This design comes from an exercise in tuning for a short achievable clock period and few clock cycles on the open sky130 flow, not from production work. Only simulation tests tie the RTL to the original design; equivalence was not proved. The clock port is modelled as an ideal driver; clocking choices that lean on that would not hold on a real chip. Power is estimated from default activity; no workload was simulated.

File: design/flow/run.sh
#!/bin/bash
# synth_recipe.tcl (not shown) runs the flow's synth.tcl, then flattens the netlist and writes it again
# the make line also repeats each setting of config.mk as NAME=value (left out here)
make -C /OpenROAD-flow-scripts/flow DESIGN_CONFIG=/design/flow/config.mk WORK_HOME=/design/flow/orfs CLKGATE_MAP_FILE= SYNTH_SCRIPT=/design/flow/synth_recipe.tcl finish
File: design/flow/config.mk
export PLATFORM = sky130hd
export DESIGN_NAME = microprocessor
export DESIGN_NICKNAME = microprocessor
export VERILOG_FILES = /design/flow/design.v
export SDC_FILE = /design/flow/constraint.sdc
export NUM_CORES = 4
export LEC_CHECK = 0
export CAP_MARGIN = 20
export CORE_MARGIN = 2
export CORE_UTILIZATION = 40
export PLACE_DENSITY = 0.8
export SETUP_SLACK_MARGIN = 5
export SLEW_MARGIN = 20
export SYNTH_HIERARCHICAL = 1
File: design/flow/constraint.sdc
create_clock -name core_clock -period 10.0 [get_ports {clk}]
set_input_delay 2.0000 -clock core_clock [delete_from_list [all_inputs] [get_ports {clk}]]
set_output_delay 2.0000 -clock core_clock [all_outputs]
set_load 0.01 [all_outputs]
File: design/flow/design.v
module microprocessor(clk, rst, imem_addr, imem_data, dmem_addr, dmem_data, dbg_sel, dbg_data, done, data_out);
	input clk;
	input rst;
	output [7:0] imem_addr;
	input [31:0] imem_data;
	output [7:0] dmem_addr;
	input [7:0] dmem_data;
	input [4:0] dbg_sel;
	output [7:0] dbg_data;
	output done;
	output [7:0] data_out;
	function [7:0] prefix_carry;
		input [7:0] a;
		input [7:0] b;
		input cin;
		reg [7:0] g, p, g1, p1, g2, p2, g3;
		begin
			g = a & b;
			p = a ^ b;
			g[0] = g[0] | (p[0] & cin);
			g1 = g | ((p & {g[6:0], 1'b0}));
			p1 = p & {p[6:0], 1'b1};
			g2 = g1 | ((p1 & {g1[5:0], 2'b0}));
			p2 = p1 & {p1[5:0], 2'b11};
			g3 = g2 | ((p2 & {g2[3:0], 4'b0}));
			prefix_carry = g3;
		end
	endfunction
	function [7:0] add8;
		input [7:0] a;
		input [7:0] b;
		reg [7:0] c;
		begin
			c = prefix_carry(a, b, 1'b0);
			add8 = (a ^ b) ^ {c[6:0], 1'b0};
		end
	endfunction
	reg [7:0] register_file [31:0];
	reg [7:0] pc_inc;	 
	reg [7:0] pc_target;	 
	reg branch_taken;	 
	reg halted;	 
	reg [7:0] alu_out;	 
	reg load_pending;	 
	reg write_any;	 
	reg [31:0] write_pending;	 
	integer i;
	wire [7:0] pc = branch_taken ? pc_target : pc_inc;
	wire stopped = halted || (pc >= 8'h80);
	wire run = !stopped;
	wire [5:0] opcode = imem_data[31:26];
	wire [4:0] rs = imem_data[25:21];
	wire [4:0] rt = imem_data[20:16];
	wire [4:0] rd = imem_data[15:11];
	wire [5:0] function_field = imem_data[5:0];
	wire [7:0] immediate = imem_data[7:0];
	wire [7:0] write_back = load_pending ? dmem_data : alu_out;
	reg [7:0] operand_file [31:0];
	always @(*)
		for (i = 0; i < 32; i = i + 1)
			operand_file[i] = write_pending[i] ? write_back : register_file[i];
	wire is_r = (opcode == 6'h00);
	wire is_addu = is_r && (function_field == 6'h21);
	wire is_slt = is_r && (function_field == 6'h2a);
	wire is_addiu = (opcode == 6'h09);
	wire is_lw = (opcode == 6'h23);
	wire is_beq = (opcode == 6'h04);
	wire is_bne = (opcode == 6'h05);
	wire use_imm = is_addiu || is_lw;
	wire [7:0] register_operand_1 = operand_file[rs];
	wire [7:0] register_operand_2 = use_imm ? immediate : operand_file[rt];
	wire [7:0] sum = add8(register_operand_1, register_operand_2);
	wire [7:0] cmp_carry = prefix_carry({1'b0, register_operand_1[6:0]}, {1'b0, ~register_operand_2[6:0]}, 1'b1);
	wire low_ge = cmp_carry[6];
	wire less = (register_operand_1[7] != register_operand_2[7]) ? register_operand_1[7] : !low_ge;
	wire equal = (register_operand_1 == register_operand_2);
	wire taken = (is_beq && equal) || (is_bne && !equal);
	wire write_en = is_addu || is_slt || is_addiu || is_lw;
	wire [4:0] write_reg = is_r ? rd : rt;
	assign imem_addr = pc;
	assign dmem_addr = alu_out;
	wire [255:0] debug_bits;
	genvar g;
	generate
		for (g = 0; g < 32; g = g + 1) begin : debug_flat
			assign debug_bits[8*g+7:8*g] = register_file[g];
		end
	endgenerate
	register_select debug_read(.sel(dbg_sel), .regs(debug_bits), .value(dbg_data));
	assign data_out = register_file[8'h04];
	assign done = stopped && !write_any;
	always @(posedge clk) begin
		if (rst) begin
			pc_inc <= 8'd0;
			pc_target <= 8'd0;
			branch_taken <= 1'b0;
			halted <= 1'b0;
			write_any <= 1'b0;
			write_pending <= 32'd0;
			for (i = 0; i < 32; i = i + 1)
				register_file[i] <= 8'd0;
		end
		else begin
			for (i = 0; i < 32; i = i + 1)
				if (write_pending[i])
					register_file[i] <= write_back;
			for (i = 0; i < 32; i = i + 1)
				write_pending[i] <= run && write_en && write_reg == i;
			write_any <= run && write_en;
			pc_inc <= pc + 8'd1;
			pc_target <= add8(pc, immediate);
			branch_taken <= taken;
			halted <= stopped;
		end
	end
	always @(posedge clk) begin
		alu_out <= is_slt ? {7'd0, less} : sum;
		load_pending <= is_lw;
	end
endmodule
module register_select(sel, regs, value);
	input [4:0] sel;
	input [255:0] regs;
	output [7:0] value;
	wire [7:0] group_select;
	genvar b, k;
	generate
		for (k = 0; k < 8; k = k + 1) begin : decode
			match3 #(.VALUE(k)) m(.sel(sel[4:2]), .y(group_select[k]));
		end
		for (b = 0; b < 8; b = b + 1) begin : bits
			wire [15:0] pair_n;
			wire [7:0] group;
			wire [3:0] two_n;
			for (k = 0; k < 16; k = k + 1) begin : l1
				mux2_n m(.s(sel[0]), .a(regs[8*(2*k)+b]), .b(regs[8*(2*k+1)+b]), .y_n(pair_n[k]));
			end
			for (k = 0; k < 8; k = k + 1) begin : l2
				mux2_n m(.s(sel[1]), .a(pair_n[2*k]), .b(pair_n[2*k+1]), .y_n(group[k]));
			end
			for (k = 0; k < 4; k = k + 1) begin : l3
				gate_a22oi g(.a1(group_select[2*k]), .a2(group[2*k]), .b1(group_select[2*k+1]), .b2(group[2*k+1]), .y(two_n[k]));
			end
			gate_nand4 l4(.a(two_n[0]), .b(two_n[1]), .c(two_n[2]), .d(two_n[3]), .y(value[b]));
		end
	endgenerate
endmodule
module mux2_n(s, a, b, y_n);
	input s, a, b;
	output y_n;
	assign y_n = !(s ? b : a);
endmodule
module match3(sel, y);
	parameter VALUE = 0;
	input [2:0] sel;
	output y;
	assign y = (sel == VALUE);
endmodule
module gate_a22oi(a1, a2, b1, b2, y);
	input a1, a2, b1, b2;
	output y;
	assign y = !((a1 && a2) || (b1 && b2));
endmodule
module gate_nand4(a, b, c, d, y);
	input a, b, c, d;
	output y;
	assign y = !(a && b && c && d);
endmodule
==> results.sh, run 1 <==
export IMPL_seq_area_frac_synth_pct=35.5
export IMPL_ys_warn_count=9
export IMPL_yosysMostFrequentCell="nor2_1"
export IMPL_drtIter0Drc=4764
export IMPL_slew_viol_final=0
export IMPL_clk_path_buf_depth=3
export IMPL_fin_setup_tns_ns=0
export IMPL_ys_top_cells_by_count="537 x nor2_1, 316 x dfxtp_1, 312 x nand2_1, 251 x o21ai_0, 205 x mux2i_1"
export IMPL_synthFlopType="dfxtp_1"
export IMPL_antenna_found_initial=1
export IMPL_tritoncts="done"
export IMPL_reg2reg_to="alu_out[7]"
export IMPL_area_growth_syn_to_layout_pct=37.3
export IMPL_setup_viol=0
export IMPL_power_total_uw=3060
export IMPL_slew_headroom_pct=3.80
export IMPL_powerDensity_nw_per_um2=125
export IMPL_hp_start="halted"
export IMPL_r2r_setup_slack_ns=5.17
export IMPL_ys_ff_latch=316
export IMPL_reg2regPathDepth=19
export IMPL_hold_viol=0
export IMPL_synth_cell_area_um2=17800
export IMPL_startpoint_type="primary input"
export IMPL_hp_class="flip-flop to flip-flop"
export IMPL_r2r_start="load_pending"
export IMPL_start_util_pct=40.4
export IMPL_cts_hold_buf=0
export IMPL_period_share_pct=54.9
export IMPL_drt_met1_wl_um=33800
export IMPL_synth_fp_nets=2423
export IMPL_io_pins=80
export IMPL_fin_nets=2596
export IMPL_ir_drop_uv=92.5
export IMPL_worstSetupPathType="primary input to primary output"
export IMPL_vias=22100
export IMPL_wl_met3_um=17400
export IMPL_wire_per_inst_um=31.5
export IMPL_port_buffers=76
export IMPL_synth_area_top_cells="dfxtp_1 36%, mux2i_1 12%, nor2_1 11%, o21ai_0 7.1%, nand2_1 6.6%"
export IMPL_postSynth_asyncResetShare_pct=0
export IMPL_highest_layer="met5"
export IMPL_drive_gt1_share_pct=26.9
export IMPL_tightest_slew_ns=1.44
export IMPL_yosysTopAreaCell="dfxtp_1"
export IMPL_cp_data_required_time_ns=8.00
export IMPL_synth_top_area_share_pct=35.5
export IMPL_cts_root_buffer="clkbuf_16"
export IMPL_fp_dieH_um=215
export IMPL_crit_arrival_ns=3.49
export IMPL_synthCells=2351
export IMPL_track_usage_pct=38.7
export IMPL_fmax_mhz=182
export IMPL_core_um2=44000
export IMPL_grt_pass1_wl_um=131000
export IMPL_first_global_vias=19700
export IMPL_p_leak_uw=0.00894
export IMPL_skew_ns=0.0378
export IMPL_whs_ns=0.469
export IMPL_cts_sinks=316
export IMPL_design_die_area_um2=46200
export IMPL_place_congestion=1.16
export IMPL_grt_max_degree=170
export IMPL_vias_per_cell=7.04
export IMPL_holdPathEnd="write_any"
export IMPL_min_path_cells=1
export IMPL_row_count=77
export IMPL_drv_cap=0
export IMPL_htreeDepth=2
export IMPL_wirelength_um=99100
export IMPL_postSynthAreaPerCell_um2=7.57
export IMPL_firstDrtPassIters=19
export IMPL_hpwl_um=58300
export IMPL_drc=0
export IMPL_synth_edf_count=0
export IMPL_insertion_delay_ns=0.57
export IMPL_die_x_um=215
export IMPL_rsz0062_at_grt="yes"
export IMPL_wl_met2_um=37700
export IMPL_cts_buffers=36
export IMPL_end_kind="primary output"
export IMPL_crit_fanout=6
export IMPL_grt_overflow_total=0
export IMPL_status="timing/DRC/antenna clean"
export IMPL_antenna_left=0
export IMPL_synthDistinctLibCells=58
export IMPL_min_period_ns=5.49
export IMPL_clk_pin_slew_ns=0.06
critical path, stage by stage:
cell,delay (ns)
buf_16,0.14
buf_16,0.15
mux2i_2,0.23
mux2i_1,0.12
a22oi_2,0.23
nand4_1,0.33
buf_2,0.26
report_power, final:
group | switching [µW] | total, µW | internal (µW)
clock network | 584 | 1420 | 836
registers | 4.20 | 1270 | 1270
logic | 224 | 373 | 149
total | 812 | 3060 | 2250
kinds of logic (layout without fill, tap and decap cells):
kind of cell             Yosys count  in the layout  share of synthesized area, %
other                              0              3                             0
flip-flops                       316            316                          35.5
multiplexers                     210            210                          11.9
adder cells (fa/ha/maj)           26             26                          1.91
XOR/XNOR                          15             15                         0.816
AND/OR/NAND/NOR                 1061           1061                          25.6
buffers and inverters            165            363                          4.01
AO/OA/AOI/OAI                    558            558                          20.3
per-module statistics from Yosys, one instance, submodules excluded, a selection:
module	cells inside	area [µm²]	copies in the design	flip-flops and latches
microprocessor	2111	15300	1	316
gate_nand4	1	6.26	8	0
mux2_n	1	10.0	192	0
gate_a22oi	1	12.5	32	0
worst max path at each step:
stage	to	startpoint	slack, ns
5_1_grt	dbg_data[1]	dbg_sel[0]	4.56
4_1_cts	dbg_data[3]	dbg_sel[0]	4.57
6_report	dbg_data[0]	dbg_sel[0]	4.51
3_3_place_gp	dbg_data[2]	dbg_sel[2]	3.22
3_5_place_dp	dbg_data[3]	dbg_sel[0]	3.20
2_1_floorplan	alu_out[6]	imem_data[17]	5.00
metrics by stage:
step / instances / utilization (%) / worst slack (ns) / cell area, µm²
2_1_floorplan: 2351 / - / 5.00 / 17800
3_3_place_gp: 2921 / 43.3 / 3.22 / 19100
3_5_place_dp: 2921 / 43.3 / 3.20 / 19100
4_1_cts: 3057 / 51.3 / 4.57 / 22600
5_1_grt: 3141 / 55.5 / 4.56 / 24400
6_report: 3144 / 55.5 / 4.51 / 24400
layout by cell type (no fill, tap or decap), types with 21 or more instances in the layout:
cell             count
nand2_1            237
a2111oi_0           62
o22ai_1            121
buf_4              128
clkbuf_16           44
buf_16              24
mux2i_1            186
o21ai_1             39
nand2_4             40
nand4_1             28
buf_12              36
nand2_2             32
nor3_1              21
nor4_1              35
o21ai_0             69
o21ai_2            130
nor2_1             514
clkdlybuf4s50_1     47
a211oi_1            26
nor4_2              25
dfxtp_1            314
a22oi_2             32
area by class of cell:
class,count,area (µm²)
diodes,3,7.51
clock buffers,51,1050
clock inverters,12,178
fillers,3827,19600
inverters,18,81.3
multi-input cells,1870,12600
flip-flops and latches,316,6330
well taps,592,741
repair buffers,282,3450
routing by layer:
| layer | vias to the layer above | track usage [%] |
|---|---|---|
| li1 | 8803 | - |
| met1 | 10400 | 46.0 |
| met2 | 2201 | 53.7 |
| met3 | 766 | 19.9 |
| met4 | 12 | 25.8 |
| met5 | - | 2.81 |
registers in the layout, summed over array words and instances (netlist names):
name / cells
write_pending: 32
write_any: 1
pc_inc: 8
branch_taken: 1
register_file: 256
pc_target: 8
load_pending: 1
alu_out: 8
halted: 1
what timing repair did:
| action | in CTS | in global routing |
|---|---|---|
| endpoints found under the setup margin | 17 | 14 |
| resized for setup | 473 | 331 |
| gates cloned | 23 | 8 |
| pin swaps | 63 | 105 |
| buffers inserted | 50 | 75 |
Testbench counts, summed over its fixed seeds: cycles 51,952.
==> run 2: changes to the inputs <==
--- a/design/flow/design.v
+++ b/design/flow/design.v
@@ -37,4 +37,5 @@
 	endfunction
 	reg [7:0] register_file [31:0];
+	reg [7:0] debug_file [31:0];	 
 	reg [7:0] pc_inc;	 
 	reg [7:0] pc_target;	 
@@ -84,9 +85,9 @@
 	generate
 		for (g = 0; g < 32; g = g + 1) begin : debug_flat
-			assign debug_bits[8*g+7:8*g] = register_file[g];
+			assign debug_bits[8*g+7:8*g] = debug_file[g];
 		end
 	endgenerate
 	register_select debug_read(.sel(dbg_sel), .regs(debug_bits), .value(dbg_data));
-	assign data_out = register_file[8'h04];
+	assign data_out = debug_file[8'h04];
 	assign done = stopped && !write_any;
 	always @(posedge clk) begin
@@ -98,11 +99,15 @@
 			write_any <= 1'b0;
 			write_pending <= 32'd0;
-			for (i = 0; i < 32; i = i + 1)
+			for (i = 0; i < 32; i = i + 1) begin
 				register_file[i] <= 8'd0;
+				debug_file[i] <= 8'd0;
+			end
 		end
 		else begin
 			for (i = 0; i < 32; i = i + 1)
-				if (write_pending[i])
+				if (write_pending[i]) begin
 					register_file[i] <= write_back;
+					debug_file[i] <= write_back;
+				end
 			for (i = 0; i < 32; i = i + 1)
 				write_pending[i] <= run && write_en && write_reg == i;
==> design/flow/flow/run.sh (new file) <==
#!/bin/bash
# The standard layout (standard.sh) with stronger timing-driven net weights in
# global placement, so that the cells of the most critical paths are pulled
# closer together. Everything else is the standard flow.
set -euo pipefail
cd "$(dirname "$0")/.."
W=$(pwd)
export GLOBAL_PLACEMENT_ARGS="-timing_driven_net_weight_max 6 -timing_driven_nets_percentage 4"
bash standard.sh finish > "$W/standard_flow.log" 2>&1
==> design/flow/standard.sh (new file) <==
#!/bin/bash
# synth_recipe.tcl (not shown) runs the flow's synth.tcl, then flattens the netlist and writes it again
# the make line also repeats each setting of config.mk as NAME=value (left out here)
make -C /OpenROAD-flow-scripts/flow DESIGN_CONFIG=/design/flow/config.mk WORK_HOME=/design/flow/orfs CLKGATE_MAP_FILE= SYNTH_SCRIPT=/design/flow/synth_recipe.tcl "${@:-finish}"
--- a/design/flow/config.mk
+++ b/design/flow/config.mk
@@ -9,5 +9,5 @@
 export CORE_MARGIN = 2
 export CORE_UTILIZATION = 40
-export PLACE_DENSITY = 0.8
+export PLACE_DENSITY = 0.6
 export SETUP_SLACK_MARGIN = 5
 export SLEW_MARGIN = 20
removed: design/flow/run.sh
==> results.sh, run 2 <==
export IMPL_yosys_area_share_simple_pct=20.8
export IMPL_hold_viol=0
export IMPL_fill_cells=6059
export IMPL_synthCells=3197
export IMPL_first_global_vias=23900
export IMPL_synth_area_top_cells="dfxtp_1 44%, nor2_1 11%, a211oi_1 8.1%, mux2i_1 7.6%, o21ai_0 4.9%"
export IMPL_rsz0062_at_grt="yes"
export IMPL_tritoncts="done"
export IMPL_top_regs="debug_file x256, register_file x256, write_pending x32"
export IMPL_worstSetupPathType="primary input to primary output"
export IMPL_fp_dieH_um=259
export IMPL_synth_fp_nets=3268
export IMPL_synth_top_family_by_area="compound AO/OA/AOI/OAI gates"
export IMPL_swShare_pct=24.0
export IMPL_startpoint_type="primary input"
export IMPL_antenna_left=0
export IMPL_ys_ff_latch=572
export IMPL_drc=0
export IMPL_ys_top_cells_by_count="772 x nor2_1, 572 x dfxtp_1, 317 x nand2_1, 281 x a211oi_1, 253 x o21ai_0"
export IMPL_grt_max_degree=230
export IMPL_wirelength_um=117000
export IMPL_cts_root_buffer="clkbuf_16"
export IMPL_design_die_area_um2=67300
export IMPL_final_util_pct=51.1
export IMPL_critPathMaxStageDelay_ns=0.41
export IMPL_slew_viol_final=0
export IMPL_mostFrequentLayoutCell="nor2_1"
export IMPL_track_usage_pct=33.6
export IMPL_fin_nets=3324
export IMPL_dp_cells=3941
export IMPL_postSynthAreaPerCell_um2=8.16
export IMPL_htreeDepth=3
export IMPL_intPower_uw=3980
export IMPL_min_period_ns=5.37
export IMPL_combPwrFrac_pct=7.3
export IMPL_firstDrtPassIters=6
export IMPL_status="timing/DRC/antenna clean"
export IMPL_p_switching_uw=1250
export IMPL_synthFlopType="dfxtp_1"
export IMPL_grt_overflow_total=0
export IMPL_hpwl_um=69600
export IMPL_vias_per_cell=6.21
export IMPL_io_pins=80
export IMPL_slew_headroom_pct=20.3
export IMPL_row_count=93
export IMPL_final_cell_mix="764 x nor2_1, 564 x dfxtp_1, 281 x a211oi_1"
export IMPL_power_share_sequential_pct=43.8
export IMPL_clock_power_share_pct=48.9
export IMPL_crit_arrival_ns=3.37
export IMPL_cp_data_required_time_ns=8.00
export IMPL_vias=25900
export IMPL_fmax_mhz=186
export IMPL_tightest_slew_ns=1.20
export IMPL_crit_chain="buf_16, buf_12, mux2i_1, mux2i_1, a22oi_2, nand4_1, buf_2"
export IMPL_yosys_area_share_xor_xnor_pct=0.556
export IMPL_crit_fanout=7
export IMPL_synth_mux_area_share_pct=8.24
export IMPL_setup_viol=0
export IMPL_synth_fa_ha_area_share_pct=1.21
export IMPL_skew_ns=0.0253
export IMPL_wire_per_inst_um=28.0
export IMPL_seq_area_frac_synth_pct=43.9
export IMPL_start_util_pct=40.5
export IMPL_grt_pass1_wl_um=165000
export IMPL_insertion_delay_ns=0.63
export IMPL_die_x_um=259
export IMPL_crit_top_cell="mux2i_1"
export IMPL_synth_compound_area_share_pct=21.4
export IMPL_drive_gt1_share_pct=18.9
export IMPL_cts_buffers=66
export IMPL_ys_warn_count=10
export IMPL_clk_pin_slew_ns=0.06
export IMPL_yosysMostFrequentCell="nor2_1"
export IMPL_period_share_pct=53.7
export IMPL_powerDensity_nw_per_um2=159
export IMPL_slowest_stage="a22oi_2"
export IMPL_drtIter0Drc=2906
export IMPL_area_growth_syn_to_layout_pct=26.2
export IMPL_cts_sinks=572
export IMPL_postSynth_asyncResetShare_pct=0
export IMPL_synth_top_area_share_pct=43.9
export IMPL_drv_cap=0
export IMPL_synth_edf_count=0
export IMPL_synth_cell_area_um2=26100
export IMPL_port_buffers=76
export IMPL_cts_hold_buf=0
export IMPL_ir_drop_uv=141
export IMPL_p_leak_uw=0.0114
export IMPL_place_congestion=1.00
export IMPL_yosysTopAreaCell="dfxtp_1"
export IMPL_antenna_found_initial=4
export IMPL_end_kind="primary output"
export IMPL_fin_cells=4165
export IMPL_hp_class="flip-flop to flip-flop"
export IMPL_clk_path_buf_depth=3
export IMPL_core_um2=64500
export IMPL_fin_setup_tns_ns=0
export IMPL_synthDistinctLibCells=54
==> run 2: cell families after synthesis <==
group / count (synthesis)
buf+inv: 259
simple gates: 1295
fa+ha+maj: 24
mux: 210
flops: 572
xor+xnor: 15
compound gates: 822
==> run 2: through the flow <==
step	cell area, µm²	power (µW)	hold slack [ns]	worst slack [ns]
after global placement	27400	2600	0.461	2.62
after floorplan	26100	2480	0.430	5.02
after global routing	32900	5360	0.501	4.60
after CTS	31900	5220	0.484	4.68
final	32900	5230	0.481	4.63
after detailed placement	27400	2600	0.474	2.55
==> run 2: final timing paths <==
check                         start                end  slack [ns]  depth (start not counted)
setup / recovery         dbg_sel[0]        dbg_data[5]        4.63                          7
hold / removal    debug_file[19][2]  debug_file[19][2]        0.48                          2
setup reg to reg  write_pending[30]         alu_out[7]        5.74                         15
hold reg to reg   debug_file[19][2]  debug_file[19][2]        0.48                          2
==> run 2: routing by layer <==
layer	global-route usage (%)	wire length, µm	part of all wire, %	vias up
li1	-	-	-	11600
met1	42.4	46800	40	12500
met2	53.2	52200	45	1346
met3	7.60	10000	8.6	384
met4	18.7	7570	6.5	4
met5	0	21	0.018	-
==> run 2: area by class of cell <==
cell class,instances,area (µm²),share of cell area (%)
antenna,6,15.0,0.0456
clock buffer,95,1960,5.96
clock inverter,24,344,1.05
inverter,18,75.1,0.228
multi-input combinational,2367,15100,45.7
sequential,572,11500,34.8
tap,855,1070,3.25
timing repair buffer,228,2930,8.91
==> run 2: modules after synthesis, one instance, submodules excluded, a selection <==
module | cell area [µm²] | times used | cells inside | flops+latches
gate_a22oi | 12.5 | 32 | 1 | 0
gate_nand4 | 6.26 | 8 | 1 | 0
microprocessor | 23600 | 1 | 2957 | 572
mux2_n | 10.0 | 192 | 1 | 0
==> run 2: power groups by stage <==
stage / Sequential, µW / Combinational (µW) / Clock (µW)
6_report: 2290 / 381 / 2560
4_1_cts: 2290 / 347 / 2590
5_1_grt: 2290 / 390 / 2680
2_1_floorplan: 2340 / 140 / 0
3_5_place_dp: 2340 / 258 / 0
3_3_place_gp: 2340 / 256 / 0
==> run 2: repair_timing <==
item / 4_1_cts / 5_1_grt
setup endpoints to repair: 17 / 14
buffers inserted: 39 / 29
pin swaps: 52 / 39
cloned: 25 / 6
gates resized for setup: 420 / 213
==> run 2: worst max-delay path, delay by kind of cell <==
kind | cells | cell delay, ns
AO/OA/AOI/OAI | 1 | 0.41
buffers and inverters | 3 | 0.46
multiplexers | 2 | 0.31
AND/OR/NAND/NOR | 1 | 0.18
Testbench counts of run 2, summed over its fixed seeds: cycles 51,952.
==> run 3: changes to the inputs <==
==> design/flow/flow/run.sh (replaced) <==
#!/bin/bash
# The standard layout (standard.sh) with one addition: before the pins are
# placed, the dbg_sel and dbg_data pins are constrained to sit next to each
# other (io.tcl), so that the register read they connect through is placed
# compactly. Everything else is the standard flow.
set -euo pipefail
cd "$(dirname "$0")/.."
W=$(pwd)
export PRE_IO_PLACEMENT_TCL=$W/flow/io.tcl
bash standard.sh finish > "$W/standard_flow.log" 2>&1
==> design/flow/flow/io.tcl (new file) <==
# Keep the debug port pins together, in this order, on one stretch of the die's edge.
set_io_pin_constraint -group -order -pin_names {dbg_data[0] dbg_data[1] dbg_data[2] dbg_data[3] dbg_sel[0] dbg_sel[1] dbg_sel[2] dbg_sel[3] dbg_sel[4] dbg_data[4] dbg_data[5] dbg_data[6] dbg_data[7]}
==> results.sh, run 3 <==
export IMPL_first_global_vias=23400
export IMPL_drv_cap=0
export IMPL_clk_pin_slew_ns=0.06
export IMPL_final_cell_mix="762 x nor2_1, 563 x dfxtp_1, 281 x a211oi_1"
export IMPL_yosysTopAreaCell="dfxtp_1"
export IMPL_cts_buffers=61
export IMPL_startpoint_type="primary input"
export IMPL_p_leak_uw=0.0113
export IMPL_slew_viol_final=0
export IMPL_row_count=93
export IMPL_cts_hold_buf=0
export IMPL_crit_arrival_ns=3.39
export IMPL_hp_class="flip-flop to flip-flop"
export IMPL_synth_fp_nets=3268
export IMPL_tritoncts="done"
export IMPL_htreeDepth=2
export IMPL_slew_headroom_pct=23.7
export IMPL_hold_viol=0
export IMPL_port_buffers=76
export IMPL_insertion_delay_ns=0.67
export IMPL_start_util_pct=40.5
export IMPL_io_pins=80
export IMPL_fin_area_um2=32500
export IMPL_tightest_slew_ns=1.15
export IMPL_ys_ff_latch=572
export IMPL_synth_cell_area_um2=26100
export IMPL_drtIter0Drc=2996
export IMPL_status="timing/DRC/antenna clean"
export IMPL_seq_area_frac_synth_pct=43.9
export IMPL_grt_max_degree=205
export IMPL_core_um2=64500
export IMPL_fill_cells=6030
export IMPL_worstSetupPathType="primary input to primary output"
export IMPL_crit_fanout=7
export IMPL_wirelength_um=115000
export IMPL_synth_edf_count=0
export IMPL_fp_dieH_um=259
export IMPL_vias_per_cell=6.16
export IMPL_skew_ns=0.0223
export IMPL_synth_top_area_share_pct=43.9
export IMPL_setup_viol=0
export IMPL_fmax_mhz=186
export IMPL_synth_area_top_cells="dfxtp_1 44%, nor2_1 11%, a211oi_1 8.1%, mux2i_1 7.6%, o21ai_0 4.9%"
export IMPL_postSynth_asyncResetShare_pct=0
export IMPL_min_period_ns=5.39
export IMPL_end_kind="primary output"
export IMPL_cp_data_required_time_ns=8.00
export IMPL_grt_overflow_total=0
export IMPL_antenna_left=0
export IMPL_synthFlopType="dfxtp_1"
export IMPL_die_x_um=259
export IMPL_mostFrequentLayoutCell="nor2_1"
export IMPL_fin_setup_tns_ns=0
export IMPL_clk_path_buf_depth=3
export IMPL_synthDistinctLibCells=54
export IMPL_postPlaceCellArea_um2=27400
export IMPL_antenna_found_initial=3
export IMPL_track_usage_pct=33.1
export IMPL_fin_nets=3308
export IMPL_top_regs="debug_file x256, register_file x256, write_pending x32"
export IMPL_drive_gt1_share_pct=18.0
export IMPL_cts_root_buffer="clkbuf_16"
export IMPL_design_die_area_um2=67300
export IMPL_vias=25500
export IMPL_rsz0062_at_grt="yes"
export IMPL_period_share_pct=53.9
export IMPL_ys_top_cells_by_count="772 x nor2_1, 572 x dfxtp_1, 317 x nand2_1, 281 x a211oi_1, 253 x o21ai_0"
export IMPL_area_growth_syn_to_layout_pct=24.6
export IMPL_yosysMostFrequentCell="nor2_1"
export IMPL_place_congestion=0.974
export IMPL_postSynthAreaPerCell_um2=8.16
export IMPL_ir_drop_uv=141
export IMPL_ys_warn_count=10
export IMPL_powerDensity_nw_per_um2=158
export IMPL_wire_per_inst_um=27.7
export IMPL_grt_pass1_wl_um=163000
export IMPL_cts_sinks=572
export IMPL_hpwl_um=67800
export IMPL_drc=0
export IMPL_firstDrtPassIters=7
export IMPL_synthCells=3197
run 3: cell counts after synthesis:
No cell type changed its count.
run 3: power by group:
part / internal (µW) / switching, µW / total (µW)
Clock: 1450 / 1020 / 2470
Sequential: 2290 / 4.40 / 2290
Combinational: 131 / 233 / 364
Total: 3860 / 1260 / 5120
run 3: what timing repair did:
| item | in CTS | in global routing |
|---|---|---|
| resized for setup | 408 | 199 |
| setup endpoints to repair | 17 | 14 |
| gates cloned | 19 | 5 |
| pin swaps | 46 | 51 |
| buffers inserted | 41 | 29 |
run 3: through the flow:
step / setup WS (ns) / util, % / cells / hold WS [ns] / total power, µW
global placement: 2.91 / 42.5 / 3934 / 0.459 / 2590
floorplan: 5.02 / - / 3197 / 0.430 / 2480
global route: 4.56 / 50.4 / 4144 / 0.498 / 5250
CTS: 4.59 / 49.1 / 4110 / 0.475 / 5110
detailed placement: 2.91 / 42.6 / 3935 / 0.464 / 2600
finish: 4.61 / 50.4 / 4145 / 0.474 / 5120
run 3: final timing paths:
path,start,to,slack (ns),depth (start not counted)
max,dbg_sel[0],dbg_data[2],4.61,7
min reg2reg,halted,write_any,0.47,1
min,halted,write_any,0.47,1
max reg2reg,load_pending,alu_out[0],5.82,17
run 3: area by class of cell:
| type | count | area, µm² | share of cell area (%) |
|---|---|---|---|
| multi-input combinational | 2367 | 15000 | 46.1 |
| sequential | 572 | 11500 | 35.3 |
| timing repair buffer | 217 | 2720 | 8.36 |
| clock buffer | 83 | 1760 | 5.41 |
| tap | 855 | 1070 | 3.29 |
| clock inverter | 32 | 449 | 1.38 |
| inverter | 18 | 71.3 | 0.219 |
| antenna | 1 | 2.50 | 0.00770 |
run 3: layer usage:
layer | up-vias | GRT usage, % | part of all wire [%]
met5 | - | 0 | 0.0087
met4 | 2 | 18.5 | 6.0
met3 | 342 | 6.43 | 8.7
met2 | 1355 | 51.7 | 44
met1 | 12300 | 42.9 | 41
li1 | 11600 | - | -
run 3: cell families (layout without fill, tap and decap cells):
group,after synthesis,after routing,share of synthesized area [%]
AOI/OAI and AO/OA,822,822,21.4
xor gates and xnor gates,15,15,0.556
adders and majority gates,24,24,1.21
buffers and inverters,259,350,3.95
DFF,572,572,43.9
muxes,210,211,8.24
other,0,1,0
and+or+nand+nor,1295,1295,20.8
run 3: worst max-delay path, stage by stage:
cell	delay, ns
buf_16	0.15
buf_16	0.15
mux2i_2	0.21
mux2i_1	0.14
a22oi_2	0.34
nand4_1	0.20
buf_2	0.18
run 3: modules after synthesis, one instance, submodules excluded, excerpt:
module / cell area (µm²) / flip-flops and latches / copies in the design
gate_nand4: 6.26 / 0 / 8
microprocessor: 23600 / 572 / 1
mux2_n: 10.0 / 0 / 192
gate_a22oi: 12.5 / 0 / 32
==> run 4: changes to the inputs <==
--- a/design/flow/design.v
+++ b/design/flow/design.v
@@ -128,46 +128,19 @@
 	input [255:0] regs;
 	output [7:0] value;
-	wire [7:0] group_select;
-	genvar b, k;
-	generate
-		for (k = 0; k < 8; k = k + 1) begin : decode
-			match3 #(.VALUE(k)) m(.sel(sel[4:2]), .y(group_select[k]));
+	wire [3:0] lo = 4'b1 << sel[1:0];
+	wire [7:0] hi = 8'b1 << sel[4:2];
+	reg [7:0] grp [7:0];
+	reg [7:0] acc;
+	integer i, j;
+	always @(*) begin
+		for (j = 0; j < 8; j = j + 1) begin
+			grp[j] = 8'd0;
+			for (i = 0; i < 4; i = i + 1)
+				grp[j] = grp[j] | (regs[8*(4*j+i) +: 8] & {8{lo[i]}});
 		end
-		for (b = 0; b < 8; b = b + 1) begin : bits
-			wire [15:0] pair_n;
-			wire [7:0] group;
-			wire [3:0] two_n;
-			for (k = 0; k < 16; k = k + 1) begin : l1
-				mux2_n m(.s(sel[0]), .a(regs[8*(2*k)+b]), .b(regs[8*(2*k+1)+b]), .y_n(pair_n[k]));
-			end
-			for (k = 0; k < 8; k = k + 1) begin : l2
-				mux2_n m(.s(sel[1]), .a(pair_n[2*k]), .b(pair_n[2*k+1]), .y_n(group[k]));
-			end
-			for (k = 0; k < 4; k = k + 1) begin : l3
-				gate_a22oi g(.a1(group_select[2*k]), .a2(group[2*k]), .b1(group_select[2*k+1]), .b2(group[2*k+1]), .y(two_n[k]));
-			end
-			gate_nand4 l4(.a(two_n[0]), .b(two_n[1]), .c(two_n[2]), .d(two_n[3]), .y(value[b]));
-		end
-	endgenerate
+		acc = 8'd0;
+		for (j = 0; j < 8; j = j + 1)
+			acc = acc | (grp[j] & {8{hi[j]}});
+	end
+	assign value = acc;
 endmodule
-module mux2_n(s, a, b, y_n);
-	input s, a, b;
-	output y_n;
-	assign y_n = !(s ? b : a);
-endmodule
-module match3(sel, y);
-	parameter VALUE = 0;
-	input [2:0] sel;
-	output y;
-	assign y = (sel == VALUE);
-endmodule
-module gate_a22oi(a1, a2, b1, b2, y);
-	input a1, a2, b1, b2;
-	output y;
-	assign y = !((a1 && a2) || (b1 && b2));
-endmodule
-module gate_nand4(a, b, c, d, y);
-	input a, b, c, d;
-	output y;
-	assign y = !(a && b && c && d);
-endmodule
==> design/flow/flow/run.sh (replaced) <==
#!/bin/bash
# The standard layout (standard.sh) with one addition: after clock tree
# synthesis and after global routing, the cells on the worst setup paths are
# resized greedily (sizing.tcl); placement is legalized and global routing
# updated afterwards. Synthesis, floorplan, power grid, placement, clock tree,
# routing and finishing are the standard flow's.
set -euo pipefail
cd "$(dirname "$0")/.."
W=$(pwd)
export POST_CTS_TCL=$W/flow/post_cts.tcl
export POST_GLOBAL_ROUTE_TCL=$W/flow/post_grt.tcl
export GREEDY_SIZING_TCL=$W/flow/sizing.tcl
bash standard.sh finish > "$W/standard_flow.log" 2>&1
==> design/flow/flow/post_cts.tcl (new file) <==
# After clock tree synthesis: greedy sizing with placement parasitics, then legalize.
source $::env(GREEDY_SIZING_TCL)
estimate_parasitics -placement
greedy_sizing 6 40
detailed_placement
check_placement -verbose
estimate_parasitics -placement
report_worst_slack
==> design/flow/flow/post_grt.tcl (new file) <==
# After global routing: greedy sizing with global-route parasitics, then fix
# slew and capacitance, legalize, update the global routes and the guides.
source $::env(GREEDY_SIZING_TCL)
global_route -start_incremental
estimate_parasitics -global_routing
greedy_sizing 6 40
repair_design_helper
detailed_placement
global_route -end_incremental -congestion_report_file $::env(REPORTS_DIR)/congestion_post_greedy.rpt
check_placement -verbose
estimate_parasitics -global_routing
report_worst_slack
write_guides $::env(RESULTS_DIR)/route.guide
==> design/flow/flow/sizing.tcl (new file) <==
# Greedy gate sizing: for each cell on the worst setup paths, try every
# equivalent cell (same function, other drive strength) and keep the one that
# gives the best worst setup slack, without making hold or the worst hold
# slack negative. Registers and clock cells are left alone.
proc gs_wslack {} { return [sta::worst_slack_cmd max] }
proc gs_hslack {} { return [sta::worst_slack_cmd min] }

set gs_dont_use {}
if { [info exists ::env(DONT_USE_CELLS)] } { set gs_dont_use $::env(DONT_USE_CELLS) }
proc gs_allowed { name } {
  foreach pat $::gs_dont_use {
    if { [string match $pat $name] } { return 0 }
  }
  return 1
}

proc gs_path_insts { n } {
  set res {}
  foreach pe [find_timing_paths -path_delay max -group_path_count $n -endpoint_path_count 1 -sort_by_slack] {
    foreach pt [get_property $pe points] {
      set pin [get_property $pt pin]
      if { [get_property $pin is_port] } { continue }
      set pn [get_full_name $pin]
      set name [string range $pn 0 [expr { [string last "/" $pn] - 1 }]]
      if { [lsearch -exact $res $name] < 0 } { lappend res $name }
    }
  }
  return $res
}

proc gs_pass { n } {
  set changed 0
  foreach name [gs_path_insts $n] {
    set inst [get_cells $name]
    set cur [get_property $inst ref_name]
    if { [string match "*df*" $cur] || [string match "*clk*" $cur] } { continue }
    set lc [lindex [get_lib_cells */$cur] 0]
    set eqs [sta::find_equiv_cells $lc]
    if { [llength $eqs] < 2 } { continue }
    set best [gs_wslack]
    set bestc $cur
    foreach e $eqs {
      set en [get_name $e]
      if { $en eq $cur || ![gs_allowed $en] } { continue }
      replace_cell $inst $en
      set s [gs_wslack]
      if { $s > $best + 1e-12 && [gs_hslack] > 0.05e-9 } {
        set best $s
        set bestc $en
      }
    }
    replace_cell $inst $bestc
    if { $bestc ne $cur } { incr changed }
  }
  return $changed
}

proc greedy_sizing { passes n } {
  sta::make_equiv_cells [get_libs *]
  puts "greedy sizing: worst setup slack [gs_wslack] before"
  for { set k 0 } { $k < $passes } { incr k } {
    set c [gs_pass $n]
    puts "greedy sizing: pass $k resized $c, worst setup slack [gs_wslack]"
    if { $c == 0 } { break }
  }
}
removed: design/flow/flow/io.tcl
==> results.sh, run 4 <==
export IMPL_synth_fp_nets=3312
export IMPL_postSynthAreaPerCell_um2=7.99
export IMPL_synth_area_top_cells="dfxtp_1 44%, nor2_1 12%, a211oi_1 8.2%, mux2i_1 5.2%, o21ai_0 4.9%"
export IMPL_fp_dieH_um=259
export IMPL_status="aborted with a tool error"
export IMPL_synthCells=3241
export IMPL_cts_sinks=572
export IMPL_synth_top_area_share_pct=44.2
export IMPL_tool_error="Error: cts.tcl, 90 can't read \"::gs_dont_use\": no such variable"
export IMPL_synthDistinctLibCells=61
export IMPL_hpwl_um=68200
export IMPL_yosysMostFrequentCell="nor2_1"
export IMPL_io_pins=80
export IMPL_ys_top_cells_by_count="803 x nor2_1, 572 x dfxtp_1, 321 x nand2_1, 283 x a211oi_1, 252 x o21ai_0"
export IMPL_synth_cell_area_um2=25900
export IMPL_synth_edf_count=0
export IMPL_synthFlopType="dfxtp_1"
export IMPL_start_util_pct=40.3
export IMPL_die_x_um=259
export IMPL_row_count=93
export IMPL_ys_ff_latch=572
export IMPL_place_congestion=0.984
export IMPL_haltStage="clock tree synthesis"
export IMPL_dp_cells=3962
export IMPL_yosysTopAreaCell="dfxtp_1"
export IMPL_port_buffers=76
export IMPL_seq_area_frac_synth_pct=44.2
export IMPL_postSynth_asyncResetShare_pct=0
export IMPL_ys_warn_count=12
-- run 4: modules after synthesis, one instance, submodules excluded --
module	cell area, µm²	times used	cells inside
microprocessor	23700	1	2980
register_select	2240	1	261
-- run 4: power groups by stage --
stage,clock [µW],combinational (µW),sequential [µW]
2_1_floorplan,0,155,2340
3_3_place_gp,0,244,2340
3_5_place_dp,0,245,2340
-- run 4: per-stage QoR --
stage                     instance area [µm²]  worst slack, ns
after detailed placement                27100             2.94
after global placement                  27100             2.95
after floorplan                         25900             4.93
-- run 4: cell families after synthesis --
logic type	Yosys count	synth area share [%]
AOI/OAI and AO/OA	850	21.3
adders and majority gates	24	1.22
muxes	146	5.79
xor gates and xnor gates	15	0.560
and+or+nand+nor	1345	22.0
DFF	572	44.2
buffers and inverters	289	4.96
-- run 4: worst max-delay path by stage --
stage / startpoint / end / slack, ns / depth (start not counted)
after detailed placement: dbg_sel[0] / dbg_data[5] / 2.94 / 7
after floorplan: dbg_sel[3] / dbg_data[0] / 4.93 / 6
after global placement: dbg_sel[0] / dbg_data[5] / 2.95 / 7
Testbench counts of run 4, summed over its fixed seeds: cycles 51,952.
==> run 5: changes to the inputs <==
--- a/design/flow/flow/sizing.tcl
+++ b/design/flow/flow/sizing.tcl
@@ -6,6 +6,6 @@
 proc gs_hslack {} { return [sta::worst_slack_cmd min] }
 
-set gs_dont_use {}
-if { [info exists ::env(DONT_USE_CELLS)] } { set gs_dont_use $::env(DONT_USE_CELLS) }
+set ::gs_dont_use {}
+if { [info exists ::env(DONT_USE_CELLS)] } { set ::gs_dont_use $::env(DONT_USE_CELLS) }
 proc gs_allowed { name } {
   foreach pat $::gs_dont_use {
==> results.sh, run 5 <==
export IMPL_status="aborted with a tool error"
export IMPL_haltStage="global routing"
export IMPL_tool_error="[ERROR EST-0104] inconsistent parasitics state"
export IMPL_place_congestion=0.984
export IMPL_hpwl_um=68200
export IMPL_start_util_pct=40.3
export IMPL_yosysTopAreaCell="dfxtp_1"
export IMPL_synthCells=3241
export IMPL_synth_cell_area_um2=25900
export IMPL_io_pins=80
export IMPL_row_count=93
export IMPL_synth_edf_count=0
export IMPL_worst_endpoint="dbg_data[0]"
export IMPL_ys_warn_count=12
export IMPL_ys_top_cells_by_count="803 x nor2_1, 572 x dfxtp_1, 321 x nand2_1, 283 x a211oi_1, 252 x o21ai_0"
export IMPL_synthFlopType="dfxtp_1"
export IMPL_worstEpCategory="output port"
export IMPL_synth_area_top_cells="dfxtp_1 44%, nor2_1 12%, a211oi_1 8.2%, mux2i_1 5.2%, o21ai_0 4.9%"
export IMPL_yosysMostFrequentCell="nor2_1"
export IMPL_postSynthAreaPerCell_um2=7.99
export IMPL_grt_max_degree=231
export IMPL_die_x_um=259
export IMPL_fp_dieH_um=259
export IMPL_port_buffers=76
export IMPL_synth_top_area_share_pct=44.2
export IMPL_postSynth_asyncResetShare_pct=0
export IMPL_antenna_found_initial=3
export IMPL_seq_area_frac_synth_pct=44.2
export IMPL_synth_fp_nets=3312
export IMPL_ys_ff_latch=572
export IMPL_synthDistinctLibCells=61
export IMPL_cts_sinks=572
-- run 5: cell counts after synthesis --
Identical to the previous run, type by type.
-- run 5: cells by family after synthesis --
| group | Yosys count | synth area share, % |
|---|---|---|
| fa+ha+maj | 24 | 1.22 |
| xor+xnor | 15 | 0.560 |
| buf+inv | 289 | 4.96 |
| simple gates | 1345 | 22.0 |
| mux | 146 | 5.79 |
| compound gates | 850 | 21.3 |
| flops | 572 | 44.2 |
-- run 5: worst max-delay path by stage --
stage / from / end / slack (ns) / depth (start not counted)
floorplan: dbg_sel[3] / dbg_data[0] / 4.93 / 6
global placement: dbg_sel[0] / dbg_data[5] / 2.95 / 7
detailed placement: dbg_sel[0] / dbg_data[5] / 2.94 / 7
-- run 5: per-module statistics from Yosys, one instance, submodules excluded --
module,area (µm²),copies in the design,cells,flops+latches
register_select,2240,1,261,0
microprocessor,23700,1,2980,572
-- run 5: power by group through the flow --
stage	clock [µW]	combinational, µW	sequential [µW]
detailed placement	0	245	2340
global placement	0	244	2340
floorplan	0	155	2340
-- run 5: metrics by stage --
stage                     instances  cell area, µm²  power [µW]  setup slack (ns)
after floorplan                3241           25900        2490              4.93
after global placement         3962           27100        2580              2.95
after detailed placement       3962           27100        2590              2.94
==> run 6: changes to the inputs <==
==> design/flow/flow/post_grt.tcl (replaced) <==
# After global routing: greedy sizing with global-route parasitics, fix slew
# and capacitance, then legalize, update the global routes and the guides, as
# global_route.tcl does after its own repairs.
source $::env(GREEDY_SIZING_TCL)
estimate_parasitics -global_routing
greedy_sizing 6 40
repair_design_helper
global_route -start_incremental
detailed_placement
global_route -end_incremental -congestion_report_file $::env(REPORTS_DIR)/congestion_post_greedy.rpt
check_placement -verbose
estimate_parasitics -global_routing
report_worst_slack
write_guides $::env(RESULTS_DIR)/route.guide
==> results.sh, run 6 <==
export IMPL_status="aborted with a tool error"
export IMPL_haltStage="global routing"
export IMPL_tool_error="[ERROR EST-0104] inconsistent parasitics state"
export IMPL_worst_endpoint="dbg_data[0]"
export IMPL_port_buffers=76
export IMPL_ys_top_cells_by_count="803 x nor2_1, 572 x dfxtp_1, 321 x nand2_1, 283 x a211oi_1, 252 x o21ai_0"
export IMPL_synthDistinctLibCells=61
export IMPL_antenna_found_initial=3
export IMPL_synthFlopType="dfxtp_1"
export IMPL_io_pins=80
export IMPL_yosysTopAreaCell="dfxtp_1"
export IMPL_synth_edf_count=0
export IMPL_ys_warn_count=12
export IMPL_cts_sinks=572
export IMPL_row_count=93
export IMPL_synth_fp_nets=3312
export IMPL_postSynthAreaPerCell_um2=7.99
export IMPL_dp_cells=3962
export IMPL_worstEpCategory="output port"
export IMPL_place_congestion=0.984
export IMPL_synth_area_top_cells="dfxtp_1 44%, nor2_1 12%, a211oi_1 8.2%, mux2i_1 5.2%, o21ai_0 4.9%"
export IMPL_fp_dieH_um=259
export IMPL_synth_top_area_share_pct=44.2
export IMPL_start_util_pct=40.3
export IMPL_seq_area_frac_synth_pct=44.2
export IMPL_yosysMostFrequentCell="nor2_1"
export IMPL_die_x_um=259
export IMPL_synthCells=3241
export IMPL_synth_cell_area_um2=25900
export IMPL_grt_max_degree=231
export IMPL_hpwl_um=68200
export IMPL_ys_ff_latch=572
export IMPL_postSynth_asyncResetShare_pct=0
## run 6: cell families after synthesis
logic type	after synthesis	synth area share, %
muxes	146	5.79
and+or+nand+nor	1345	22.0
xor gates and xnor gates	15	0.560
AOI/OAI and AO/OA	850	21.3
buffers and inverters	289	4.96
DFF	572	44.2
adders and majority gates	24	1.22
## run 6: power by group through the flow
stage               combinational (µW)  clock, µW  sequential, µW
detailed placement                 245          0            2340
global placement                   244          0            2340
floorplan                          155          0            2340
## run 6: per-module statistics from Yosys, one instance, submodules excluded
module,cells inside,copies in the design
microprocessor,2980,1
register_select,261,1
## run 6: how the worst min path moves through the flow
stage / startpoint / endpoint / slack (ns) / cells after the start
detailed placement: halted / write_any / 0.45 / 1
floorplan: halted / write_any / 0.42 / 1
global placement: halted / write_any / 0.45 / 1
## run 6: through the flow
step           hold WS (ns)  instance area (µm²)  power, µW  setup WS, ns
3_3_place_gp          0.451                27100       2580          2.95
3_5_place_dp          0.446                27100       2590          2.94
2_1_floorplan         0.422                25900       2490          4.93
==> run 7: changes to the inputs <==
--- a/design/flow/flow/post_grt.tcl
+++ b/design/flow/flow/post_grt.tcl
@@ -5,4 +5,5 @@
 estimate_parasitics -global_routing
 greedy_sizing 6 40
+estimate_parasitics -global_routing
 repair_design_helper
 global_route -start_incremental
==> results.sh, run 7 <==
export IMPL_status="aborted with a tool error"
export IMPL_haltStage="global routing"
export IMPL_tool_error="[ERROR EST-0104] inconsistent parasitics state"
export IMPL_synthDistinctLibCells=61
export IMPL_synth_area_top_cells="dfxtp_1 44%, nor2_1 12%, a211oi_1 8.2%, mux2i_1 5.2%, o21ai_0 4.9%"
export IMPL_synth_compound_area_share_pct=21.3
export IMPL_yosys_area_share_simple_pct=22.0
export IMPL_antenna_found_initial=3
export IMPL_yosys_area_share_xor_xnor_pct=0.560
export IMPL_postPlaceCellArea_um2=27100
export IMPL_synth_mux_area_share_pct=5.79
export IMPL_synth_top_family_by_area="simple AND/OR/NAND/NOR gates"
export IMPL_worstEpCategory="output port"
export IMPL_place_congestion=0.984
export IMPL_postSynth_asyncResetShare_pct=0
export IMPL_synth_edf_count=0
export IMPL_synth_cell_area_um2=25900
export IMPL_io_pins=80
export IMPL_synth_fa_ha_area_share_pct=1.22
export IMPL_postSynthAreaPerCell_um2=7.99
export IMPL_hpwl_um=68200
export IMPL_synthCells=3241
export IMPL_grt_max_degree=231
export IMPL_ys_ff_latch=572
export IMPL_ys_top_cells_by_count="803 x nor2_1, 572 x dfxtp_1, 321 x nand2_1, 283 x a211oi_1, 252 x o21ai_0"
export IMPL_synth_fp_nets=3312
export IMPL_row_count=93
export IMPL_seq_area_frac_synth_pct=44.2
export IMPL_yosysMostFrequentCell="nor2_1"
export IMPL_cts_sinks=572
export IMPL_dp_cells=3962
export IMPL_port_buffers=76
export IMPL_synthFlopType="dfxtp_1"
export IMPL_ys_warn_count=12
export IMPL_worst_endpoint="dbg_data[0]"
export IMPL_die_x_um=259
export IMPL_fp_dieH_um=259
export IMPL_synth_top_area_share_pct=44.2
export IMPL_yosysTopAreaCell="dfxtp_1"
export IMPL_start_util_pct=40.3
run 7: cell counts after synthesis:
Identical to the previous run, type by type.
run 7: worst max-delay path by stage:
| stage | start | to | cells past startpoint |
|---|---|---|---|
| after floorplan | dbg_sel[3] | dbg_data[0] | 6 |
| after global placement | dbg_sel[0] | dbg_data[5] | 7 |
| after detailed placement | dbg_sel[0] | dbg_data[5] | 7 |
run 7: power groups by stage:
stage	logic (µW)	clock network [µW]	registers [µW]
detailed placement	245	0	2340
global placement	244	0	2340
floorplan	155	0	2340
run 7: Yosys stat by module (local to each module, per instance):
module	times used	cells inside	area, µm²
microprocessor	1	2980	23700
register_select	1	261	2240
run 7: stage by stage:
step	hold WS (ns)	setup slack, ns
after detailed placement	0.446	2.94
after global placement	0.451	2.95
after floorplan	0.422	4.93
run 7: kinds of logic after synthesis:
family | Yosys count
xor gates and xnor gates | 15
AOI/OAI and AO/OA | 850
buffers and inverters | 289
and+or+nand+nor | 1345
adders and majority gates | 24
muxes | 146
DFF | 572
==> run 8: changes to the inputs <==
==> design/flow/flow/post_grt.tcl (replaced) <==
# After global routing: greedy sizing with global-route parasitics, then
# legalize, update the global routes and the guides, as global_route.tcl does
# after its own repairs.
source $::env(GREEDY_SIZING_TCL)
estimate_parasitics -global_routing
greedy_sizing 6 40
global_route -start_incremental
detailed_placement
global_route -end_incremental -congestion_report_file $::env(REPORTS_DIR)/congestion_post_greedy.rpt
check_placement -verbose
estimate_parasitics -global_routing
report_worst_slack
write_guides $::env(RESULTS_DIR)/route.guide
--- a/design/flow/flow/sizing.tcl
+++ b/design/flow/flow/sizing.tcl
@@ -2,7 +2,9 @@
 # equivalent cell (same function, other drive strength) and keep the one that
 # gives the best worst setup slack, without making hold or the worst hold
-# slack negative. Registers and clock cells are left alone.
+# slack negative, and without adding max-slew or max-capacitance violations.
+# Registers and clock cells are left alone.
 proc gs_wslack {} { return [sta::worst_slack_cmd max] }
 proc gs_hslack {} { return [sta::worst_slack_cmd min] }
+proc gs_drv {} { return [expr { [sta::max_slew_violation_count] + [sta::max_capacitance_violation_count] }] }
 
 set ::gs_dont_use {}
@@ -40,4 +42,5 @@
     set best [gs_wslack]
     set bestc $cur
+    set drv [gs_drv]
     foreach e $eqs {
       set en [get_name $e]
@@ -45,5 +48,5 @@
       replace_cell $inst $en
       set s [gs_wslack]
-      if { $s > $best + 1e-12 && [gs_hslack] > 0.05e-9 } {
+      if { $s > $best + 1e-12 && [gs_hslack] > 0.05e-9 && [gs_drv] <= $drv } {
         set best $s
         set bestc $en
==> results.sh, run 8 <==
export IMPL_status="timing/DRC/antenna clean"
export IMPL_synthFlopType="dfxtp_1"
export IMPL_synth_fp_nets=3312
export IMPL_area_growth_syn_to_layout_pct=27.2
export IMPL_grt_max_degree=231
export IMPL_hp_start="halted"
export IMPL_slew_viol_final=0
export IMPL_cp_data_required_time_ns=8.00
export IMPL_vias=26100
export IMPL_wirelength_um=118000
export IMPL_synth_edf_count=0
export IMPL_wire_per_inst_um=28.1
export IMPL_final_util_pct=51.3
export IMPL_die_x_um=259
export IMPL_synthCells=3241
export IMPL_first_global_vias=24100
export IMPL_vias_per_cell=6.21
export IMPL_crit_fanout=6
export IMPL_place_congestion=0.984
export IMPL_io_pins=80
export IMPL_drive_gt1_share_pct=19.2
export IMPL_synthDistinctLibCells=61
export IMPL_top_regs="debug_file x256, register_file x256, write_pending x32"
export IMPL_reg2reg_to="alu_out[7]"
export IMPL_fp_dieH_um=259
export IMPL_port_buffers=76
export IMPL_tritoncts="done"
export IMPL_p_switching_uw=1230
export IMPL_powerDensity_nw_per_um2=152
export IMPL_drtIter0Drc=3312
export IMPL_design_die_area_um2=66800
export IMPL_ys_ff_latch=572
export IMPL_firstDrtPassIters=6
export IMPL_combPwrFrac_pct=7.6
export IMPL_clk_pin_slew_ns=0.06
export IMPL_hold_viol=0
export IMPL_skew_ns=0.0233
export IMPL_mostFrequentLayoutCell="nor2_1"
export IMPL_core_um2=64200
export IMPL_r2r_start="load_pending"
export IMPL_seq_area_frac_synth_pct=44.2
export IMPL_fin_nets=3365
export IMPL_reg2regPathDepth=18
export IMPL_drc=0
export IMPL_synth_cell_area_um2=25900
export IMPL_insertion_delay_ns=0.65
export IMPL_crit_arrival_ns=3.89
export IMPL_fin_setup_tns_ns=0
export IMPL_drv_cap=0
export IMPL_startpoint_type="primary input"
export IMPL_power_share_sequential_pct=45.7
export IMPL_fmax_mhz=170
export IMPL_antenna_left=0
export IMPL_ir_drop_uv=148
export IMPL_clock_power_share_pct=46.7
export IMPL_postSynthAreaPerCell_um2=7.99
export IMPL_final_cell_mix="794 x nor2_1, 566 x dfxtp_1, 283 x a211oi_1"
export IMPL_yosysMostFrequentCell="nor2_1"
export IMPL_start_util_pct=40.3
export IMPL_synth_top_area_share_pct=44.2
export IMPL_row_count=93
export IMPL_intPower_uw=3780
export IMPL_whs_ns=0.474
export IMPL_period_share_pct=58.9
export IMPL_min_path_cells=1
export IMPL_ys_top_cells_by_count="803 x nor2_1, 572 x dfxtp_1, 321 x nand2_1, 283 x a211oi_1, 252 x o21ai_0"
export IMPL_swShare_pct=24.6
export IMPL_slew_headroom_pct=13.7
export IMPL_antenna_found_initial=3
export IMPL_worstSetupPathType="primary input to primary output"
export IMPL_synth_area_top_cells="dfxtp_1 44%, nor2_1 12%, a211oi_1 8.2%, mux2i_1 5.2%, o21ai_0 4.9%"
export IMPL_tightest_slew_ns=1.29
export IMPL_cts_sinks=572
export IMPL_holdPathEnd="write_any"
export IMPL_grt_pass1_wl_um=166000
export IMPL_antennaDiodeCount=0
export IMPL_grt_overflow_total=0
export IMPL_hp_class="flip-flop to flip-flop"
export IMPL_hpwl_um=68200
export IMPL_yosysTopAreaCell="dfxtp_1"
export IMPL_setup_viol=0
export IMPL_p_leak_uw=0.0111
export IMPL_end_kind="primary output"
export IMPL_ys_warn_count=12
export IMPL_min_period_ns=5.89
export IMPL_track_usage_pct=33.6
export IMPL_postSynth_asyncResetShare_pct=0
export IMPL_r2r_setup_slack_ns=5.79
[run 8: cell counts after synthesis]
Identical to the previous run, type by type.
[run 8: power by group through the flow]
stage | sequential (µW) | clock (µW) | combinational [µW]
2_1_floorplan | 2340 | 0 | 155
3_5_place_dp | 2340 | 0 | 245
3_3_place_gp | 2340 | 0 | 244
6_report | 2290 | 2340 | 378
[run 8: worst max-delay path, cell delays in order]
cell,delay (ns)
buf_12,0.12
buf_8,0.12
buf_16,0.13
mux2i_2,0.18
o22ai_2,0.11
nor4_1,0.82
nand2_1,0.20
buf_2,0.20
[run 8: modules after synthesis, one instance, submodules excluded]
module | flops+latches | cell area (µm²) | copies in the design
microprocessor | 572 | 23700 | 1
register_select | 0 | 2240 | 1
[run 8: how the worst max path moves through the flow]
| stage | depth (start not counted) | from | endpoint | slack, ns |
|---|---|---|---|---|
| 3_3_place_gp | 7 | dbg_sel[0] | dbg_data[5] | 2.95 |
| 3_5_place_dp | 7 | dbg_sel[0] | dbg_data[5] | 2.94 |
| 6_report | 8 | dbg_sel[0] | dbg_data[0] | 4.11 |
| 2_1_floorplan | 6 | dbg_sel[3] | dbg_data[0] | 4.93 |
[run 8: area by class of cell]
| cell class | instances | area, µm² |
|---|---|---|
| fill | 6059 | 31300 |
| multi-input combinational | 2382 | 15100 |
| clock buffer | 91 | 1840 |
| inverter | 18 | 73.8 |
| timing repair buffer | 259 | 3140 |
| clock inverter | 22 | 245 |
| tap | 855 | 1070 |
| sequential | 572 | 11500 |
[run 8: per-layer routing]
layer | global-route usage [%] | up-vias | wire, µm
met1 | 42.7 | 12700 | 47500
met2 | 53.6 | 1318 | 52300
met3 | 8.19 | 375 | 11400
li1 | - | 11700 | -
met5 | 0 | - | 40
met4 | 16.3 | 6 | 6590
[run 8: through the flow]
stage	instance area (µm²)	total power, µW	setup WS, ns	std cells
2_1_floorplan	25900	2490	4.93	3241
3_3_place_gp	27100	2580	2.95	3962
3_5_place_dp	27100	2590	2.94	3962
6_report	32900	5010	4.11	4199
[run 8: cells by family (layout without fill, tap and decap cells)]
group                      after synthesis  count (layout)  share of synthesized area, %
xor gates and xnor gates                15              15                         0.560
adders and majority gates               24              24                          1.22
AOI/OAI and AO/OA                      850             850                          21.3
buffers and inverters                  289             390                          4.96
DFF                                    572             572                          44.2
muxes                                  146             148                          5.79
and+or+nand+nor                       1345            1345                          22.0
==> run 9: changes to the inputs <==
==> design/flow/flow/post_grt.tcl (replaced) <==
# After global routing: rounds of greedy sizing with global-route parasitics,
# each followed by legalization and an update of the global routes, as
# global_route.tcl does after its own repairs; then the guides are rewritten.
source $::env(GREEDY_SIZING_TCL)
for { set round 0 } { $round < 3 } { incr round } {
  estimate_parasitics -global_routing
  greedy_sizing 4 40
  global_route -start_incremental
  detailed_placement
  global_route -end_incremental -congestion_report_file $::env(REPORTS_DIR)/congestion_post_greedy.rpt
  estimate_parasitics -global_routing
  puts "greedy sizing: round $round after legalization, worst setup slack [gs_wslack]"
}
check_placement -verbose
report_worst_slack
write_guides $::env(RESULTS_DIR)/route.guide
--- a/design/flow/flow/sizing.tcl
+++ b/design/flow/flow/sizing.tcl
@@ -1,4 +1,4 @@
 # Greedy gate sizing: for each cell on the worst setup paths, try every
-# equivalent cell (same function, other drive strength) and keep the one that
+# equivalent cell (same function, same or larger drive strength) and keep the one that
 # gives the best worst setup slack, without making hold or the worst hold
 # slack negative, and without adding max-slew or max-capacitance violations.
@@ -15,4 +15,9 @@
   }
   return 1
+}
+
+proc gs_drive { name } {
+  if { [regexp {_([0-9]+)$} $name m d] } { return $d }
+  return 0
 }
 
@@ -46,4 +51,5 @@
       set en [get_name $e]
       if { $en eq $cur || ![gs_allowed $en] } { continue }
+      if { [gs_drive $en] < [gs_drive $cur] } { continue }
       replace_cell $inst $en
       set s [gs_wslack]
==> results.sh, run 9 <==
export IMPL_synth_edf_count=0
export IMPL_slew_headroom_pct=15.6
export IMPL_skew_ns=0.0203
export IMPL_track_usage_pct=33.6
export IMPL_mostFrequentLayoutCell="nor2_1"
export IMPL_firstDrtPassIters=7
export IMPL_grt_pass1_wl_um=166000
export IMPL_slew_viol_final=0
export IMPL_hpwl_um=68200
export IMPL_hold_viol=0
export IMPL_cts_sinks=572
export IMPL_area_growth_syn_to_layout_pct=28.4
export IMPL_end_kind="primary output"
export IMPL_synth_mux_area_share_pct=5.79
export IMPL_grt_max_degree=231
export IMPL_fin_nets=3368
export IMPL_crit_fanout=7
export IMPL_synth_fp_nets=3312
export IMPL_postSynthAreaPerCell_um2=7.99
export IMPL_vias=26100
export IMPL_drc=0
export IMPL_seq_area_frac_synth_pct=44.2
export IMPL_antennaDiodeCount=0
export IMPL_yosys_area_share_xor_xnor_pct=0.560
export IMPL_tritoncts="done"
export IMPL_p_leak_uw=0.0112
export IMPL_row_count=93
export IMPL_ys_ff_latch=572
export IMPL_start_util_pct=40.3
export IMPL_whs_ns=0.474
export IMPL_ys_warn_count=12
export IMPL_ir_drop_uv=145
export IMPL_antenna_found_initial=4
export IMPL_antenna_left=0
export IMPL_startpoint_type="primary input"
export IMPL_fin_setup_tns_ns=0
export IMPL_wirelength_um=118000
export IMPL_port_buffers=76
export IMPL_synthDistinctLibCells=61
export IMPL_powerDensity_nw_per_um2=151
export IMPL_yosys_area_share_simple_pct=22.0
export IMPL_cp_data_required_time_ns=8.00
export IMPL_first_global_vias=24100
export IMPL_die_x_um=259
export IMPL_fmax_mhz=181
export IMPL_yosysMostFrequentCell="nor2_1"
export IMPL_core_um2=64200
export IMPL_synth_top_family_by_area="simple AND/OR/NAND/NOR gates"
export IMPL_place_congestion=0.984
export IMPL_synth_area_top_cells="dfxtp_1 44%, nor2_1 12%, a211oi_1 8.2%, mux2i_1 5.2%, o21ai_0 4.9%"
export IMPL_final_cell_mix="794 x nor2_1, 566 x dfxtp_1, 283 x a211oi_1"
export IMPL_fp_dieH_um=259
export IMPL_synth_cell_area_um2=25900
export IMPL_r2r_setup_slack_ns=5.78
export IMPL_postSynth_asyncResetShare_pct=0
export IMPL_drive_gt1_share_pct=19.6
export IMPL_drtIter0Drc=3104
export IMPL_wire_per_inst_um=28.1
export IMPL_ys_top_cells_by_count="803 x nor2_1, 572 x dfxtp_1, 321 x nand2_1, 283 x a211oi_1, 252 x o21ai_0"
export IMPL_period_share_pct=55.4
export IMPL_worstSetupPathType="primary input to primary output"
export IMPL_hp_class="flip-flop to flip-flop"
export IMPL_drv_cap=0
export IMPL_design_die_area_um2=66800
export IMPL_top_regs="debug_file x256, register_file x256, write_pending x32"
export IMPL_synthCells=3241
export IMPL_status="timing/DRC/antenna clean"
export IMPL_tightest_slew_ns=1.27
export IMPL_synth_top_area_share_pct=44.2
export IMPL_io_pins=80
export IMPL_synthFlopType="dfxtp_1"
export IMPL_min_period_ns=5.54
export IMPL_clk_pin_slew_ns=0.06
export IMPL_setup_viol=0
export IMPL_vias_per_cell=6.22
export IMPL_grt_overflow_total=0
export IMPL_synth_fa_ha_area_share_pct=1.22
export IMPL_insertion_delay_ns=0.65
export IMPL_yosysTopAreaCell="dfxtp_1"
export IMPL_synth_compound_area_share_pct=21.3
export IMPL_crit_arrival_ns=3.54
[run 9: path summary, 6_finish.rpt]
kind                start          end  cells past startpoint
max            dbg_sel[0]  dbg_data[1]                      9
min                halted    write_any                      1
max reg2reg  load_pending   alu_out[7]                     18
min reg2reg        halted    write_any                      1
[run 9: logic make-up after synthesis]
family	after synthesis
AO/OA/AOI/OAI	850
XOR/XNOR	15
adder cells (fa/ha/maj)	24
buffers and inverters	289
flip-flops	572
multiplexers	146
AND/OR/NAND/NOR	1345
[run 9: final cells by class]
cell class | count | area (µm²)
clock buffer | 91 | 1840
clock inverter | 22 | 245
fill | 5989 | 31000
inverter | 18 | 73.8
multi-input combinational | 2382 | 15300
sequential | 572 | 11500
tap | 855 | 1070
timing repair buffer | 262 | 3270
[run 9: layer usage]
layer / global-route usage, % / part of all wire (%) / vias to the layer above
li1: - / - / 11700
met1: 42.7 / 40 / 12600
met2: 53.7 / 44 / 1443
met3: 8.20 / 9.7 / 396
met4: 16.1 / 5.7 / 6
met5: 0 / 0.034 / -
[run 9: metrics by stage]
step / instance area (µm²) / cells / power, µW / util (%) / setup WS [ns]
detailed placement: 27100 / 3962 / 2590 / 42.2 / 2.94
finish: 33300 / 4202 / 5010 / 51.8 / 4.46
global placement: 27100 / 3962 / 2580 / 42.2 / 2.95
floorplan: 25900 / 3241 / 2490 / - / 4.93
[run 9: worst max-delay path: stages]
cell and delay, ns:
buf_16 0.11, clkbuf_16 0.16, clkbuf_16 0.16, buf_16 0.11
mux2i_4 0.23, o22ai_4 0.09, nor4_4 0.36, nand2_1 0.14
buf_2 0.17
[run 9: power by group]
part / switching, µW / leakage (µW) / internal [µW]
clock network: 987 / 0.00102 / 1350
logic: 239 / 0.00557 / 143
registers: 4.70 / 0.00461 / 2290
[run 9: per-module statistics from Yosys, one instance, submodules excluded]
module / cells / flops+latches / copies in the design
microprocessor: 2980 / 572 / 1
register_select: 261 / 0 / 1

==> separate check: timing with driven ports <==
The results above use ideal ports. As a check the final layouts listed here were re-extracted and re-timed, cells and wires unchanged. Step 1, drivers: a clkbuf_16 drives clk and a buf_2 each remaining input, both assumed. Step 2 moves the port delays by t, midway between the first and last clock arrival at a register: inputs arrive t later, outputs are due t later. That takes back most of the time a late clock gives input paths. Slacks: no drivers / after step 1 / after step 2; pairs: no drivers / after step 1.
run	t, ns	setup slack, ns	worst data-port slew with drivers (ns)
run 1	0.609	4.514 / 4.168 / 4.168	0.38
run 2	0.678	4.626 / 4.403 / 4.275	0.23
run 3	0.721	4.609 / 4.422 / 4.360	0.19
run 8	0.712	4.105 / 3.823 / 3.823	0.30
run 9	0.706	4.462 / 4.165 / 4.165	0.32
After both steps setup and hold are still met in every run listed. The setup slack of run 2, which loses most, moves by -0.223 ns with the drivers and by -0.351 ns with both steps.
